From an optimization exercise on the open Yosys and OpenROAD flow, aimed at small area; shortcuts taken in it are not production practice. Function was checked by simulation only, so behaviour that the tests miss may differ from the original. No activity file was given, so power comes from the tool's default toggle rates.

==> inputs of wip/amber <==
==> flow/design.v (excerpt) <==
module FFT #(parameter N = 64,
             parameter WIDTH = 16)
            (input clk,
             input rst,
             input enable_in,
             input signed [WIDTH-1:0] in_re,
             input signed [WIDTH-1:0] in_im,
             output enable_out,
             output signed [WIDTH-1:0] out_re,
             output signed [WIDTH-1:0] out_im);
    reg [5:0] cnt0;
    always @(posedge clk) begin
        if (rst | ~enable_in) cnt0 <= 0;
        else                  cnt0 <= cnt0 + 1'b1;
    end
    wire v1, v2;
    wire [5:0] c1, c2, c3;
    wire [WIDTH-1:0] r1, i1, r2, i2;
    sdf4 #(.S(64), .WIDTH(WIDTH)) u_s1 (
        .clk(clk), .rst(rst), .v_in(enable_in), .cnt_in(cnt0), .x_re(in_re), .x_im(in_im),
        .v_out(v1), .cnt_out(c1), .y_re(r1), .y_im(i1));
    sdf4 #(.S(16), .WIDTH(WIDTH)) u_s2 (
        .clk(clk), .rst(rst), .v_in(v1), .cnt_in(c1), .x_re(r1), .x_im(i1),
        .v_out(v2), .cnt_out(c2), .y_re(r2), .y_im(i2));
    sdf4 #(.S(4), .WIDTH(WIDTH)) u_s3 (
        .clk(clk), .rst(rst), .v_in(v2), .cnt_in(c2), .x_re(r2), .x_im(i2),
        .v_out(enable_out), .cnt_out(c3), .y_re(out_re), .y_im(out_im));
endmodule
clock: 10.0 ns
lec_check: 0
abc_area: 1
cap_margin: 5
core_margin: 2
core_utilization: 60
cts_buf_list: sky130_fd_sc_hd__clkbuf_8
cts_cluster_diameter: 60
cts_cluster_size: 16
slew_margin: 5
standard.sh (not shown) runs the stock make flow with config.mk's settings and CLKGATE_MAP_FILE= SYNTH_SCRIPT=/design/flow/synth_recipe.tcl, a recipe that flattens the netlist after the stock synthesis.
==> flow/flow/run.sh <==
#!/bin/bash
# Standard layout, with two changes:
# - between synthesis and floorplan, flow/fixpol.py flips the polarity of
#   full-adder cells where that removes inverters between chained adders
#   (FA(~a,~b,~c) = ~FA(a,b,c)); registers and the function are unchanged;
# - every port still gets a buffer, but the smallest one (buf_1).
# Each tool's output goes to a log file here.
set -euo pipefail
R=orfs/results/${FLOW_PLATFORM}/FFT/base
bash standard.sh synth > synth.log 2>&1
python3 flow/fixpol.py "$R/1_2_yosys.v" "$R/1_2_yosys_pol.v" > fixpol.log 2>&1
cp "$R/1_2_yosys.v" "$R/1_2_yosys_std.v"
mv "$R/1_2_yosys_pol.v" "$R/1_2_yosys.v"
rm -f "$R/1_synth.odb" "$R/1_synth.sdc"
BUFFER_PORTS_ARGS="-buffer_cell sky130_fd_sc_hd__buf_1" bash standard.sh finish > layout.log 2>&1
Other scripts of this flow, unchanged in this note and not shown: flow/flow/fixpol.py
==> wip/pepper: changes against wip/amber <==
==> flow/flow/run.sh (replaced) <==
#!/bin/bash
# Standard layout, with one netlist clean-up between synthesis and floorplan:
# flow/fixpol.py flips the polarity of full-adder cells where that removes
# inverters between chained adders (FA(~a,~b,~c) = ~FA(a,b,c)); registers and
# the function are unchanged. Each tool's output goes to a log file here.
set -euo pipefail
R=orfs/results/${FLOW_PLATFORM}/FFT/base
bash standard.sh synth > synth.log 2>&1
python3 flow/fixpol.py "$R/1_2_yosys.v" "$R/1_2_yosys_pol.v" > fixpol.log 2>&1
cp "$R/1_2_yosys.v" "$R/1_2_yosys_std.v"
mv "$R/1_2_yosys_pol.v" "$R/1_2_yosys.v"
rm -f "$R/1_synth.odb" "$R/1_synth.sdc"
bash standard.sh finish > layout.log 2>&1
==> qor summary <==
quantity                                                                            wip/amber                                wip/pepper
Worst path depth                                                                           40                                        39
Switching power                                                                       3760 uW                                   3710 uW
Length in cells of the worst reg-to-reg path                                               40                                        39
Share of cell area taken by flip-flops and latches                                      0.434                                     0.432
Final Core Density                                                                      0.643                                     0.645
Detailed-routed wire length on met3                                                 28,300 um                                 28,700 um
Clock latency on the worst-skew pair                                                   990 ps                                   1010 ps
HPWL after DPL                                                                     224,000 um                                222,000 um
Final critical-path setup slack                                                        526 ps                                    430 ps
Data arrival time of the critical path                                              10,380 ps                                 10,430 ps
Leak                                                                                0.0463 uW                                 0.0465 uW
Footprint of the multi-input gates                                                49,700 um^2                               49,700 um^2
Slew margin rel.                                                                        0.178                                     0.156
End of the worst hold path                          u_s1.u_bf1.u_delay.buffer[18][15]$_DFF_P_  u_s1.u_bf1.u_delay.buffer[8][15]$_DFF_P_
Power Dens Cells                                                                  144 nW/um^2                               143 nW/um^2
Cell-internal power                                                                 12,000 uW                                 12,000 uW
Footprint of the flip-flops and latches                                           47,300 um^2                               47,300 um^2
Final net count                                                                        10,800                                    10,800
Antenna diode instance count                                                               18                                         4
Ratio of final minimum period to clock period                                           0.947                                     0.957
Met2 WL                                                                            132,000 um                                131,000 um
Result of the run                                                              finished clean                            finished clean
Via-per-instance ratio                                                                   5.68                                      5.67
Number of vias in the routed layout                                                    65,900                                    65,800
Layout Cells excl Fill                                                                 11,600                                    11,600


==> job 3499: inputs <==
FFT, a different RTL version from the one above (not shown whole).
clock: 10.0 ns
lec_check: 0
abc_area: 1
cap_margin: 5
core_margin: 2
core_utilization: 60
cts_buf_list: sky130_fd_sc_hd__clkbuf_8
cts_cluster_diameter: 60
cts_cluster_size: 16
slew_margin: 5
==> flow/flow/run.sh <==
#!/bin/bash
# Standard layout, with two changes:
# - between synthesis and floorplan, flow/fixpol.py flips the polarity of
#   full-adder cells where that removes inverters between chained adders
#   (FA(~a,~b,~c) = ~FA(a,b,c)); registers and the function are unchanged;
# - every port still gets a buffer, but the smallest one (buf_1).
# Each tool's output goes to a log file here.
set -euo pipefail
R=orfs/results/${FLOW_PLATFORM}/FFT/base
bash standard.sh synth > synth.log 2>&1
python3 flow/fixpol.py "$R/1_2_yosys.v" "$R/1_2_yosys_pol.v" > fixpol.log 2>&1
cp "$R/1_2_yosys.v" "$R/1_2_yosys_std.v"
mv "$R/1_2_yosys_pol.v" "$R/1_2_yosys.v"
rm -f "$R/1_synth.odb" "$R/1_synth.sdc"
BUFFER_PORTS_ARGS="-buffer_cell sky130_fd_sc_hd__buf_1" bash standard.sh finish > layout.log 2>&1
Other scripts of this flow, unchanged in this note and not shown: flow/flow/fixpol.py
==> job 6039 (differences from job 3499) <==
--- a/flow/design.v
+++ b/flow/design.v
@@ -59,17 +59,19 @@
         s1a_buf[0] <= s1a_ph ? {s1a_rot ? s1a_b_im : s1a_b_re, s1a_rot ? s1a_b_re : s1a_b_im}
                            : {s1a_x_re, s1a_x_im};
         for (k = 1; k < 32; k = k + 1)
             s1a_buf[k] <= s1a_buf[k-1];
     end
     reg [15:0] s1a_y_re, s1a_y_im;
-    reg s1a_v_out;
-    reg [5:0] s1a_cnt_out;
     always @(posedge clk) begin
         s1a_y_re <= s1a_ph ? s1a_a_re : s1a_d_re;
         s1a_y_im <= s1a_ph ? s1a_a_im : s1a_d_im;
+    end
+    reg s1a_v_out;
+    reg [5:0] s1a_cnt_out;
+    always @(posedge clk) begin
         if (rst)
             s1a_v_out <= 1'b0;
         else if (s1a_v_in && s1a_cnt_in == 6'd32)
             s1a_v_out <= 1'b1;
         else if (s1a_cnt_out == 6'd63)
             s1a_v_out <= 1'b0;
@@ -114,17 +116,19 @@
         s1b_buf[0] <= s1b_ph ? {s1b_rot ? s1b_b_im : s1b_b_re, s1b_rot ? s1b_b_re : s1b_b_im}
                            : {s1b_x_re, s1b_x_im};
         for (k = 1; k < 16; k = k + 1)
             s1b_buf[k] <= s1b_buf[k-1];
     end
     reg [15:0] s1b_y_re, s1b_y_im;
-    reg s1b_v_out;
-    reg [5:0] s1b_cnt_out;
     always @(posedge clk) begin
         s1b_y_re <= s1b_ph ? s1b_a_re : s1b_d_re;
         s1b_y_im <= s1b_ph ? s1b_a_im : s1b_d_im;
+    end
+    reg s1b_v_out;
+    reg [5:0] s1b_cnt_out;
+    always @(posedge clk) begin
         if (rst)
             s1b_v_out <= 1'b0;
         else if (s1b_v_in && s1b_cnt_in == 6'd16)
             s1b_v_out <= 1'b1;
         else if (s1b_cnt_out == 6'd63)
             s1b_v_out <= 1'b0;
@@ -2049,17 +2053,19 @@
         s2a_buf[0] <= s2a_ph ? {s2a_rot ? s2a_b_im : s2a_b_re, s2a_rot ? s2a_b_re : s2a_b_im}
                            : {s2a_x_re, s2a_x_im};
         for (k = 1; k < 8; k = k + 1)
             s2a_buf[k] <= s2a_buf[k-1];
     end
     reg [15:0] s2a_y_re, s2a_y_im;
-    reg s2a_v_out;
-    reg [5:0] s2a_cnt_out;
     always @(posedge clk) begin
         s2a_y_re <= s2a_ph ? s2a_a_re : s2a_d_re;
         s2a_y_im <= s2a_ph ? s2a_a_im : s2a_d_im;
+    end
+    reg s2a_v_out;
+    reg [5:0] s2a_cnt_out;
+    always @(posedge clk) begin
         if (rst)
             s2a_v_out <= 1'b0;
         else if (s2a_v_in && s2a_cnt_in == 6'd8)
             s2a_v_out <= 1'b1;
         else if (s2a_cnt_out == 6'd63)
             s2a_v_out <= 1'b0;
@@ -2104,17 +2110,19 @@
         s2b_buf[0] <= s2b_ph ? {s2b_rot ? s2b_b_im : s2b_b_re, s2b_rot ? s2b_b_re : s2b_b_im}
                            : {s2b_x_re, s2b_x_im};
         for (k = 1; k < 4; k = k + 1)
             s2b_buf[k] <= s2b_buf[k-1];
     end
     reg [15:0] s2b_y_re, s2b_y_im;
-    reg s2b_v_out;
-    reg [5:0] s2b_cnt_out;
     always @(posedge clk) begin
         s2b_y_re <= s2b_ph ? s2b_a_re : s2b_d_re;
         s2b_y_im <= s2b_ph ? s2b_a_im : s2b_d_im;
+    end
+    reg s2b_v_out;
+    reg [5:0] s2b_cnt_out;
+    always @(posedge clk) begin
         if (rst)
             s2b_v_out <= 1'b0;
         else if (s2b_v_in && s2b_cnt_in == 6'd4)
             s2b_v_out <= 1'b1;
         else if (s2b_cnt_out == 6'd63)
             s2b_v_out <= 1'b0;
@@ -3819,27 +3827,31 @@
         s3a_buf[0] <= s3a_ph ? {s3a_rot ? s3a_b_im : s3a_b_re, s3a_rot ? s3a_b_re : s3a_b_im}
                            : {s3a_x_re, s3a_x_im};
         for (k = 1; k < 2; k = k + 1)
             s3a_buf[k] <= s3a_buf[k-1];
     end
     reg [15:0] s3a_y_re, s3a_y_im;
-    reg s3a_v_out;
-    reg [5:0] s3a_cnt_out;
     always @(posedge clk) begin
         s3a_y_re <= s3a_ph ? s3a_a_re : s3a_d_re;
         s3a_y_im <= s3a_ph ? s3a_a_im : s3a_d_im;
+    end
+    reg [2:0] s3a_v_sh;
+    wire s3a_v_out = s3a_v_sh[2];
+    always @(posedge clk) begin
         if (rst)
-            s3a_v_out <= 1'b0;
-        else if (s3a_v_in && s3a_cnt_in == 6'd2)
-            s3a_v_out <= 1'b1;
-        else if (s3a_cnt_out == 6'd63)
-            s3a_v_out <= 1'b0;
+            s3a_v_sh <= {3{1'b0}};
+        else
+            s3a_v_sh <= {s3a_v_sh[1:0], s3a_v_in};
+    end
+    reg s3a_p;
+    wire [5:0] s3a_cnt_out = {5'd0, s3a_p};
+    always @(posedge clk) begin
         if (rst || !s3a_v_out)
-            s3a_cnt_out <= 6'd0;
+            s3a_p <= 1'b0;
         else
-            s3a_cnt_out <= s3a_cnt_out + 1'b1;
+            s3a_p <= ~s3a_p;
     end
     wire s3b_v_in = s3a_v_out;
     wire [5:0] s3b_cnt_in = s3a_cnt_out;
     wire [15:0] s3b_x_re = s3a_y_re;
     wire [15:0] s3b_x_im = s3a_y_im;
     wire s3b_ph = s3b_cnt_in[0];
@@ -3874,26 +3886,23 @@
         s3b_buf[0] <= s3b_ph ? {s3b_rot ? s3b_b_im : s3b_b_re, s3b_rot ? s3b_b_re : s3b_b_im}
                            : {s3b_x_re, s3b_x_im};
         for (k = 1; k < 1; k = k + 1)
             s3b_buf[k] <= s3b_buf[k-1];
     end
     reg [15:0] s3b_y_re, s3b_y_im;
-    reg s3b_v_out;
-    reg [5:0] s3b_cnt_out;
     always @(posedge clk) begin
         s3b_y_re <= s3b_ph ? s3b_a_re : s3b_d_re;
         s3b_y_im <= s3b_ph ? s3b_a_im : s3b_d_im;
+    end
+    reg [1:0] s3b_v_sh;
+    wire s3b_v_out = s3b_v_sh[1];
+    always @(posedge clk) begin
         if (rst)
-            s3b_v_out <= 1'b0;
-        else if (s3b_v_in && s3b_cnt_in == 6'd1)
-            s3b_v_out <= 1'b1;
-        else if (s3b_cnt_out == 6'd63)
-            s3b_v_out <= 1'b0;
-        if (rst || !s3b_v_out)
-            s3b_cnt_out <= 6'd0;
+            s3b_v_sh <= {2{1'b0}};
         else
-            s3b_cnt_out <= s3b_cnt_out + 1'b1;
+            s3b_v_sh <= {s3b_v_sh[0:0], s3b_v_in};
     end
+    wire [5:0] s3b_cnt_out = 6'd0;
     assign enable_out = s3b_v_out;
     assign out_re = s3b_y_re;
     assign out_im = s3b_y_im;
 endmodule
==> report_table.html <==
<table>
<tr><th>Metric</th><th>Value</th></tr>
<tr><th colspan="2">Place</th></tr>
<tr><td>Cells after DPL</td><td>11400</td></tr>
<tr><td>Cell area after placement</td><td>106000 um2</td></tr>
<tr><td>Placer Congestion</td><td>1.02</td></tr>
<tr><th colspan="2">Pwr</th></tr>
<tr><td>Comb pwr share</td><td>18.8%</td></tr>
<tr><th colspan="2">Cells and area</th></tr>
<tr><td>Share of cell area taken by flip-flops and latches</td><td>43.3%</td></tr>
<tr><td>Count of inverters not on the clock network in the layout</td><td>1135</td></tr>
<tr><td>Area of combinational cells with multiple inputs</td><td>48300 um2</td></tr>
<tr><th colspan="2">Timing</th></tr>
<tr><td>Maximum clock frequency</td><td>104 MHz</td></tr>
<tr><td>Fin worst setup slack</td><td>372 ps</td></tr>
<tr><td>Maximum clock skew at final layout</td><td>46.0 ps</td></tr>
<tr><th colspan="2">Run status</th></tr>
<tr><td>Status</td><td>finished clean</td></tr>
<tr><th colspan="2">Critical path</th></tr>
<tr><td>WP buf/inv</td><td>12</td></tr>
<tr><td>Depth of the critical timing path with buffers and inverters included</td><td>36</td></tr>
<tr><td>Largest driver fanout on the critical path</td><td>15</td></tr>
<tr><th colspan="2">Global route</th></tr>
<tr><td>Global-route wire length before repair</td><td>438000 um</td></tr>
<tr><th colspan="2">Drt</th></tr>
<tr><td>Routed met1 length</td><td>109000 um</td></tr>
<tr><th colspan="2">Clock tree</th></tr>
<tr><td>Source-to-sink clock delay at the later pin of the worst-skew pair</td><td>1000 ps</td></tr>
</table>
Source of the figures above: job 6039

==> report_table.html <==
<table>
<tr><th>Metric</th><th>Value</th></tr>
<tr><th colspan="2">Run status</th></tr>
<tr><td>Status</td><td>finished clean</td></tr>
<tr><th colspan="2">Place</th></tr>
<tr><td>Cells after DPL</td><td>11500</td></tr>
<tr><td>Placer Congestion</td><td>1.04</td></tr>
<tr><th colspan="2">Die</th></tr>
<tr><td>Core footprint</td><td>169000 um2</td></tr>
<tr><th colspan="2">Cells and area</th></tr>
<tr><td>Flip-flop count of the largest register after layout</td><td>1024</td></tr>
<tr><td>Area of combinational cells with multiple inputs</td><td>48600 um2</td></tr>
<tr><td>Share of cell area taken by flip-flops and latches</td><td>43.2%</td></tr>
<tr><td>Count of inverters not on the clock network in the layout</td><td>1156</td></tr>
<tr><th colspan="2">Drt</th></tr>
<tr><td>Wire length per cell after detailed routing</td><td>25.2 um</td></tr>
<tr><th colspan="2">Critical path</th></tr>
<tr><td>Depth of the critical timing path with buffers and inverters included</td><td>35</td></tr>
<tr><th colspan="2">Pwr</th></tr>
<tr><td>Comb pwr share</td><td>18.3%</td></tr>
<tr><td>Net Sw Power</td><td>5300 uW</td></tr>
<tr><th colspan="2">Timing</th></tr>
<tr><td>Maximum clock skew at final layout</td><td>85.2 ps</td></tr>
<tr><td>Maximum clock frequency</td><td>104 MHz</td></tr>
<tr><td>Fin worst setup slack</td><td>369 ps</td></tr>
<tr><th colspan="2">Global route</th></tr>
<tr><td>Global-route wire length before repair</td><td>446000 um</td></tr>
</table>
Source of the figures above: job 3499

afterwards: timing with drivers on the ports:
Ports are ideal in the flow. The routed layouts listed here were re-timed in OpenROAD. Step 1 (the two cells are an assumption about what drives the block):
set clk [get_ports {clk}]
set_driving_cell -lib_cell sky130_fd_sc_hd__clkbuf_16 $clk
set_driving_cell -lib_cell sky130_fd_sc_hd__buf_2 [delete_from_list [all_inputs] $clk]
Step 2 moves the port delays by t, midway between the first and last clock arrival at a register: inputs arrive t later, outputs are due t later. That takes back most of the time a late clock gives input paths. Three values: ideal ports, drivers, drivers and shift; two values: the first two.
run	t, ns	setup slack, ns	worst setup path at the end	cell pins on the clock port's net
wip/amber	1.035	0.526 / 0.526 / 0.077	input to register	1
wip/pepper	1.028	0.430 / 0.430 / -0.237	input to register	1
job 3499	1.054	0.369 / 0.369 / 0.307	input to register	1
job 6039	1.061	0.372 / 0.372 / 0.105	input to register	1
With both steps, setup timing fails in wip/pepper, where it was met with ideal ports. The setup slack of wip/pepper, which loses most, moves by 0.000 ns with the drivers and by -0.667 ns with both steps.
